Background: an optimization exercise with open tools, aiming at small area, a short achievable clock period and few clock cycles. Do not read the settings as production practice.
Only simulation tests tie the RTL to the original design; equivalence was not proved.
Power figures rest on the tool's default switching activity, not on a simulated workload.

run 1:
// qrcode_decoder
module qrcode_decoder(
    input clk,
    input srst_n,
    input start,
    input sram_rdata,
    output [11:0] sram_raddr,
    output reg [5:0] loc_y,
    output reg [5:0] loc_x,
    output reg [7:0] decode_text,    
    output reg valid,
    output reg finish
);
Size: roughly 1100 cells after synthesis, ~73 flip-flops, about 38 I/O pins, roughly 6300 um2 of cells after synthesis.
Settings: LEC_CHECK=0, ABC_AREA=1, CAP_MARGIN=20, CORE_MARGIN=2, CORE_UTILIZATION=40, SLEW_MARGIN=20; clock period 16.0 ns.
standard.sh (not shown) runs the stock make flow with config.mk's settings and CLKGATE_MAP_FILE= SYNTH_SCRIPT=/design/flow/synth_recipe.tcl, a recipe that flattens the netlist after the stock synthesis.
==> flow/flow/run.sh <==
#!/bin/bash
cp -r "$FLOW_HOME/scripts" orfs_scripts
printf '%s\n' 'strash' 'balance' 'rewrite' 'refactor' 'balance' 'rewrite' 'rewrite -z' 'balance' 'refactor -z' 'rewrite -z' 'balance' 'dch' 'map -a' 'topo' 'stime -c' 'buffer -c' 'dnsize -c'  > orfs_scripts/abc_area.script
export SCRIPTS_DIR="$PWD/orfs_scripts"
export ADDER_MAP_FILE=
export BUFFER_PORTS_ARGS="-buffer_cell sky130_fd_sc_hd__buf_2"
export SETUP_SLACK_MARGIN=11.8
export CTS_ARGS="-sink_clustering_enable -repair_clock_nets -dont_use_dummy_load -buf_list sky130_fd_sc_hd__clkbuf_8"
bash standard.sh > standard.log 2>&1
Testbench counts of run 1, summed over its fixed seeds: cycles 24,098.
Inputs modified between run 1 and run 2:
--- a/flow/flow/run.sh
+++ b/flow/flow/run.sh
@@ -3 +3 @@
-printf '%s\n' 'strash' 'balance' 'rewrite' 'refactor' 'balance' 'rewrite' 'rewrite -z' 'balance' 'refactor -z' 'rewrite -z' 'balance' 'dch' 'map -a' 'topo' 'stime -c' 'buffer -c' 'dnsize -c'  > orfs_scripts/abc_area.script
+printf '%s\n' 'strash' 'balance' 'rewrite' 'refactor' 'balance' 'rewrite' 'rewrite -z' 'balance' 'refactor -z' 'rewrite -z' 'balance' 'balance' 'rewrite' 'refactor' 'balance' 'rewrite' 'rewrite -z' 'balance' 'refactor -z' 'rewrite -z' 'balance' 'dch' 'map -a' 'topo' 'stime -c' 'buffer -c' 'upsize -c' 'dnsize -c'  > orfs_scripts/abc_area.script
Notes after the runs:
- No stage failed in run 2, and the final checks on the layout all came back clean.
- Total number of multi-input combinational cells on run 2 is down relative to run 1.
- Of run 1 and run 2, the run reporting the higher clock period minus final worst setup slack was run 1.
- Worst setup slack after layout in run 2 is 0.038 ns above run 1.
- Re share of the cycle needed by the critical path after routing: run 1 was higher than run 2.
diff inputs: run 2 => run 3
==> flow/flow/run.sh <==
#!/bin/bash
cp -r "$FLOW_HOME/scripts" orfs_scripts
printf '%s\n' 'strash' 'dc2' 'dch' 'map -a' 'topo' 'stime -c' 'buffer -c' 'upsize -c' 'dnsize -c'  > orfs_scripts/abc_area.script
export SCRIPTS_DIR="$PWD/orfs_scripts"
export ADDER_MAP_FILE=
export BUFFER_PORTS_ARGS="-buffer_cell sky130_fd_sc_hd__buf_2"
export SETUP_SLACK_MARGIN=11.8
export CTS_ARGS="-sink_clustering_enable -repair_clock_nets -dont_use_dummy_load -buf_list sky130_fd_sc_hd__clkbuf_8"
bash standard.sh > standard.log 2>&1
Findings:
In run 3 the global-route usage over all layers turned out 0.92 points higher than in run 2.
As far as sequential portion of the cell area is concerned, run 3 and run 2 perform about the same.
Per the comparison of run 3 with run 2, die area has increased; routed wire length increased 3.3%; via count rose by 88; logic gate share of total power fell 3.5 points.
Of run 3 and run 2, it is run 3 that has the lower maximum ir drop on the vdd rail.
Sort run 3 and run 2 by synthesis-to-finish area growth desc -> top: run 2
Comparing run 3 against run 2, there is no change at all in critical path depth.
Where global-route wire length before repair is concerned, run 2 is better than run 3.
The inputs of run 4 differ from those of run 3 as listed below.
--- a/flow/flow/run.sh
+++ b/flow/flow/run.sh
@@ -2,3 +2,16 @@
-cp -r "$FLOW_HOME/scripts" orfs_scripts
-printf '%s\n' 'strash' 'dc2' 'dch' 'map -a' 'topo' 'stime -c' 'buffer -c' 'upsize -c' 'dnsize -c'  > orfs_scripts/abc_area.script
-export SCRIPTS_DIR="$PWD/orfs_scripts"
+# The standard layout (standard.sh, unchanged), with four changes made through
+# its environment:
+#  - synthesis leaves the adders to ABC instead of mapping them to the
+#    library's half- and full-adder cells (ADDER_MAP_FILE empty); the rest of
+#    the synthesis is standard.sh's own (synth_recipe.tcl: no fsm or share
+#    passes, flattened, function nets renamed), so the registers are the
+#    standard synthesis's;
+#  - the buffers that the flow puts on every input and output port are
+#    sky130_fd_sc_hd__buf_2 cells instead of the slower delay cells that
+#    buffer_ports picks by default;
+#  - repair_timing aims for a setup slack of 11.8 ns, i.e. it sizes the cells
+#    of paths slower than about 4.2 ns;
+#  - clock tree synthesis uses sky130_fd_sc_hd__clkbuf_8 buffers and no dummy
+#    loads.
+# The clock, its period and the I/O constraints are the design's, unchanged.
+# Each tool's full output is in standard.log in this folder.
Higher worst hold slack among run 3 and run 4: run 4
The critical path required time of run 3 and that of run 4 are within noise of each other.
Run 4 ends up with higher total die area than run 3 does.
Wire: run 4 routes more than run 3
Delta (run 4 minus run 3): design area increased 570 um2; post-route fraction of the period consumed by the critical path decreased 0.16 points; share of final-layout standard cells stronger than drive strength 1 decreased 4.6 points.
Of the two candidates, run 3 has the worse worst slew margin relative to its limit and run 4 the better one.
Worst-case setup margin in the final layout sits higher in run 4 than in run 3.
Delay contributed by the slowest stage of the critical path: run 4 vs run 3 down 0.02 ns
--- input diff run 4..run 5 ---
--- a/flow/flow/run.sh
+++ b/flow/flow/run.sh
@@ -2,2 +2,6 @@
-# The standard layout (standard.sh, unchanged), with four changes made through
-# its environment:
+# The standard layout (standard.sh, unchanged), run with a copy of the ORFS
+# scripts in which only abc_area.script (the logic optimisation recipe that
+# synthesis hands to ABC) differs, and with these settings in its environment:
+#  - ABC's recipe: resyn2-style AIG rewriting, dch, then area-oriented
+#    mapping (map -a) and ABC's usual buffering and sizing, instead of
+#    dch and delay-oriented mapping (map -B 0.9);
@@ -5,3 +9,3 @@
-#    library's half- and full-adder cells (ADDER_MAP_FILE empty); the rest of
-#    the synthesis is standard.sh's own (synth_recipe.tcl: no fsm or share
-#    passes, flattened, function nets renamed), so the registers are the
+#    library's half- and full-adder cells (ADDER_MAP_FILE empty);
+#    the rest of synthesis is standard.sh's own (synth_recipe.tcl: no fsm or
+#    share passes, flattened, function nets renamed), so the registers are the
@@ -17 +21,32 @@
-# Each tool's full output is in standard.log in this folder.
+# Each tool's full output is in standard.log in this folder (and ORFS's own
+# per-step logs under orfs/logs).
+cp -r "$FLOW_HOME/scripts" orfs_scripts
+cat > orfs_scripts/abc_area.script <<'ABC'
+strash
+balance
+resub -K 6
+rewrite
+resub -K 6 -N 2
+refactor
+resub -K 8
+balance
+resub -K 8 -N 2
+rewrite
+resub -K 10
+rewrite -z
+resub -K 10 -N 2
+balance
+resub -K 12
+refactor -z
+resub -K 12 -N 2
+rewrite -z
+balance
+dch
+map -a
+topo
+stime -c
+buffer -c
+upsize -c
+dnsize -c
+ABC
+export SCRIPTS_DIR="$PWD/orfs_scripts"
Results
- As far as remaining design rule violation count goes, run 4 and run 5 are indistinguishable; the numbers are identical.
- The lower post-cts resize count came out of run 5.
- Post-DP HPWL in run 5 is about 8% below run 4.
- Going from run 4 to run 5, the global-route usage was found to have gone up by 1.2 points.
- Delta (run 5 minus run 4): area after synthesis decreased by 820 um2 relative to the old numbers; worst setup slack went down; cell count shrank by 251; global placement routability congestion went up 0.052.
- Run 5 vs. run 4: data arrival time of the worst path now sits higher; final core utilization climbed 1.5 points.
Relative to run 5, the following input files were edited for run 6:
--- a/flow/flow/run.sh
+++ b/flow/flow/run.sh
@@ -27 +26,0 @@
-resub -K 6
@@ -29 +27,0 @@
-resub -K 6 -N 2
@@ -31 +28,0 @@
-resub -K 8
@@ -33 +29,0 @@
-resub -K 8 -N 2
@@ -35 +30,0 @@
-resub -K 10
@@ -37 +31,0 @@
-resub -K 10 -N 2
@@ -39 +32,0 @@
-resub -K 12
@@ -41 +33,0 @@
-resub -K 12 -N 2
--- outcome ---
Taking run 5 as the reference, in run 6 highest net fanout along the worst path decreased by 4 relative to the old numbers, synthesized area per cell decreased by 0.68% relative to the old numbers, number of vias per cell increased by 0.035 relative to the old numbers, final standard cell utilization of the core decreased by 0.23 points relative to the old numbers.
Die area: run 6 vs run 5 up 2.1%
Measured against each other, run 5 and run 6 differ in non-clock buffer count, the lower figure coming from run 6.
Run 5 -> run 6: setup TNS delta 0, exact match
Looking at post-synthesis instance area, run 6 sits above run 5.
Routed wire in run 6 totals more than in run 5.

afterwards: timing with drivers on the ports:
No port has a modelled driver above. Below, the same layouts with a new extraction and two added sets of constraints.
Step 1 (the two cells are an assumption about what drives the block):
set clk [get_ports {clk}]
set_driving_cell -lib_cell sky130_fd_sc_hd__clkbuf_16 $clk
set_driving_cell -lib_cell sky130_fd_sc_hd__buf_2 [delete_from_list [all_inputs] $clk]
Step 2 times the ports against the registers' clock, not the clock port: input delays grow and output delays shrink by t, the midpoint of the rising clock arrivals with the driver on.
a / b / c = no drivers / after step 1 / after step 2; a / b = the first two.
run	shift t [ns]	setup WS [ns]	worst setup path after step 2	worst data-port slew with drivers (ns)
run 1	0.411	11.779 / 11.740 / 11.565	input to register	0.03
run 2	0.418	11.817 / 11.776 / 11.607	input to register	0.03
run 3	0.417	11.815 / 11.775 / 11.644	input to register	0.04
run 4	0.413	11.840 / 11.800 / 11.920	input to register	0.03
run 5	0.414	11.797 / 11.756 / 11.657	input to register	0.03
run 6	0.408	11.829 / 11.790 / 11.718	input to register	0.03
After both steps setup and hold are still met in every run listed. For run 1, which loses most, drivers alone change the setup slack by -0.039 ns; drivers and shift together by -0.214 ns.
